Context: an optimization exercise on an open-source flow, tuned for small area. The choices shown serve that exercise and are no tape-out recipe.
Function was checked by simulation only, so behaviour that the tests miss may differ from the original.

Setup of P:
Design timer, start of the top module:
module timer(clk, nRst, inc, next, seg_dat, seg_sel);
input clk, nRst, inc, next;
output [7:0] seg_dat;
output [3:0] seg_sel;
wire tick, inc_f, next_f;
counter c0(.clk(clk), .nRst(nRst), .tick_1khz(tick));
increase in0(.clk(clk), .nRst(nRst), .inc(inc), .inc_falling(inc_f));
next ne0(.clk(clk), .nRst(nRst), .next(next), .next_falling(next_f));
core u0(.clk(clk), .nRst(nRst), .tick(tick), .inc_f(inc_f), .next_f(next_f),
        .seg_dat(seg_dat), .seg_sel(seg_sel));
endmodule
Size: roughly 430 cells after synthesis, ~100 flip-flops, ~3700 sq um of cells after synthesis.
Settings: LEC_CHECK=0, CAP_MARGIN=20, CORE_MARGIN=2, CORE_UTILIZATION=40, GPL_TIMING_DRIVEN=0, SLEW_MARGIN=20; clock period 40.0 ns.
standard.sh (not shown) runs the stock make flow with config.mk's settings and CLKGATE_MAP_FILE= SYNTH_SCRIPT=/design/flow/synth_recipe.tcl, a recipe that flattens the netlist after the stock synthesis.
==> flow/flow/run.sh <==
#!/bin/bash
set -euo pipefail
here=$(pwd)
rm -rf "$here/scripts"
cp -r "$FLOW_HOME/scripts" "$here/scripts"
cp "$here"/flow/abc_try_*.script "$here/flow/abc_best.tcl" "$here/scripts/"
python3 - "$here/scripts/synth.tcl" <<'PY'
import sys
p = sys.argv[1]
s = open(p).read()
old = "  log_cmd abc {*}$abc_args\n"
assert s.count(old) == 1
s = s.replace(old, "  source $::env(SCRIPTS_DIR)/abc_best.tcl\n")
open(p, "w").write(s)
PY
bash standard.sh SCRIPTS_DIR="$here/scripts" ADDER_MAP_FILE= \
    BUFFER_PORTS_ARGS="-buffer_cell sky130_fd_sc_hd__buf_1" \
    CTS_ARGS="-sink_clustering_enable -repair_clock_nets -dont_use_dummy_load -sink_clustering_size 30 -sink_clustering_max_diameter 300 -buf_list sky130_fd_sc_hd__clkbuf_8" \
    finish > "$here/flow_make.log" 2>&1
==> flow/flow/abc_best.tcl <==
# Map the combinational logic with each of several ABC scripts and keep the
# smallest result. The flip-flops are mapped before this and are not touched.
set abc_best_area -1
set abc_best_script ""
design -save abc_best_pre
foreach abc_try [lsort [glob $::env(SCRIPTS_DIR)/abc_try_*.script]] {
  design -load abc_best_pre
  abc {*}[lreplace $abc_args 1 1 $abc_try]
  tee -q -o $::env(OBJECTS_DIR)/abc_try.txt stat {*}$lib_args
  set f [open $::env(OBJECTS_DIR)/abc_try.txt r]
  set txt [read $f]
  close $f
  regexp {Chip area for module '[^']*': ([0-9.]+)} $txt -> area
  puts "ABC try [file tail $abc_try]: area $area"
  if { $abc_best_area < 0 || $area < $abc_best_area } {
    set abc_best_area $area
    set abc_best_script $abc_try
  }
}
design -load abc_best_pre
puts "ABC best: [file tail $abc_best_script] area $abc_best_area"
log_cmd abc {*}[lreplace $abc_args 1 1 $abc_best_script]
==> flow/flow/abc_try_01.script <==
strash
ifraig
dch -f
amap
==> flow/flow/abc_try_02.script <==
strash
dch
amap
==> flow/flow/abc_try_03.script <==
strash
dch -f
amap
==> flow/flow/abc_try_04.script <==
strash
dc2
dc2
dch -f
amap
==> flow/flow/abc_try_05.script <==
strash
&get -n
&deepsyn -J 100 -S 0
&put
dch -f
amap
==> flow/flow/abc_try_06.script <==
strash
&get -n
&deepsyn -J 100 -S 1
&put
dch -f
amap
==> flow/flow/abc_try_07.script <==
strash
&get -n
&deepsyn -J 100 -S 2
&put
dch -f
amap
==> flow/flow/abc_try_08.script <==
strash
&get -n
&deepsyn -J 100 -S 3
&put
dch -f
amap
==> flow/flow/abc_try_09.script <==
strash
&get -n
&deepsyn -J 100 -S 4
&put
dch -f
amap
==> flow/flow/abc_try_10.script <==
strash
&get -n
&deepsyn -J 100 -S 5
&put
dch -f
amap
==> flow/flow/abc_try_11.script <==
strash
&get -n
&deepsyn -J 100 -S 6
&put
dch -f
amap
==> flow/flow/abc_try_12.script <==
strash
&get -n
&deepsyn -J 100 -S 7
&put
dch -f
amap
==> flow/flow/abc_try_13.script <==
strash
&get -n
&deepsyn -J 100 -S 8
&put
dch -f
amap
==> flow/flow/abc_try_14.script <==
strash
&get -n
&deepsyn -J 100 -S 9
&put
dch -f
amap
==> flow/flow/abc_try_15.script <==
strash
&get -n
&deepsyn -J 300 -S 5
&put
dch -f
amap
==> flow/flow/abc_try_16.script <==
strash
&get -n
&deepsyn -J 300 -S 7
&put
dch -f
amap
P completed; timing, DRC and antenna clean
What Q does differently from P at the input level:
==> flow/flow/abc_try_01.script <==
strash
&get -n
&deepsyn -J 300 -S 7
&put
dch -f
amap -A 10 -F 5
==> flow/flow/abc_try_02.script <==
strash
&get -n
&deepsyn -J 300 -S 7
&put
dch -f
amap
==> flow/flow/abc_try_03.script <==
strash
&get -n
&deepsyn -J 300 -S 18
&put
dch -f
amap -A 10 -F 5
==> flow/flow/abc_try_04.script <==
strash
&get -n
&deepsyn -J 300 -S 34
&put
dch -f
amap
==> flow/flow/abc_try_05.script <==
strash
ifraig
dch -f
amap
removed: flow/flow/abc_try_06.script
removed: flow/flow/abc_try_07.script
removed: flow/flow/abc_try_08.script
removed: flow/flow/abc_try_09.script
removed: flow/flow/abc_try_10.script
removed: flow/flow/abc_try_11.script
removed: flow/flow/abc_try_12.script
removed: flow/flow/abc_try_13.script
removed: flow/flow/abc_try_14.script
removed: flow/flow/abc_try_15.script
removed: flow/flow/abc_try_16.script
### Flow results
For Q, the worst-path cell with the longest stage delay was sky130_fd_sc_hd__buf_1, unlike P, where it was sky130_fd_sc_hd__clkinv_1. Q ran to completion and came out clean on the timing, design-rule and antenna checks. Fmax: Q > P. Delta (Q minus P): mean post-synth cell area shows an increase of 0.24 sq um, vertical die dimension shows no meaningful change, register-to-register slack shows a reduction of 0.46 ns, total die area shows no meaningful change, cell count after synthesis shows a reduction of 13. The final core area utilization of Q and that of P are within noise of each other. Wire length grows by a few percent when moving from P to Q.

==> re-timing with driven ports <==
The flow's constraints put no driver on any port. The routed layouts listed below were extracted and timed again, unchanged, in two steps. Step 1, drivers: a clkbuf_16 drives clk and a buf_2 each remaining input, both assumed. Step 2 also shifts input and output timing later by t, the mid clock arrival at the registers, as if the neighbouring blocks saw the same clock. a / b / c = ideal / step 1 / step 2; a / b = the first two.
run | shift t [ns] | setup slack, ns | pins driven straight from the clock port
P | 0.384 | 28.611 / 28.617 / 28.233 | 1
Q | 0.382 | 29.371 / 29.380 / 28.998 | 1
After both steps setup and hold are still met in every run listed. For P, which loses most, drivers alone change the setup slack by +0.006 ns; drivers and shift together by -0.378 ns.
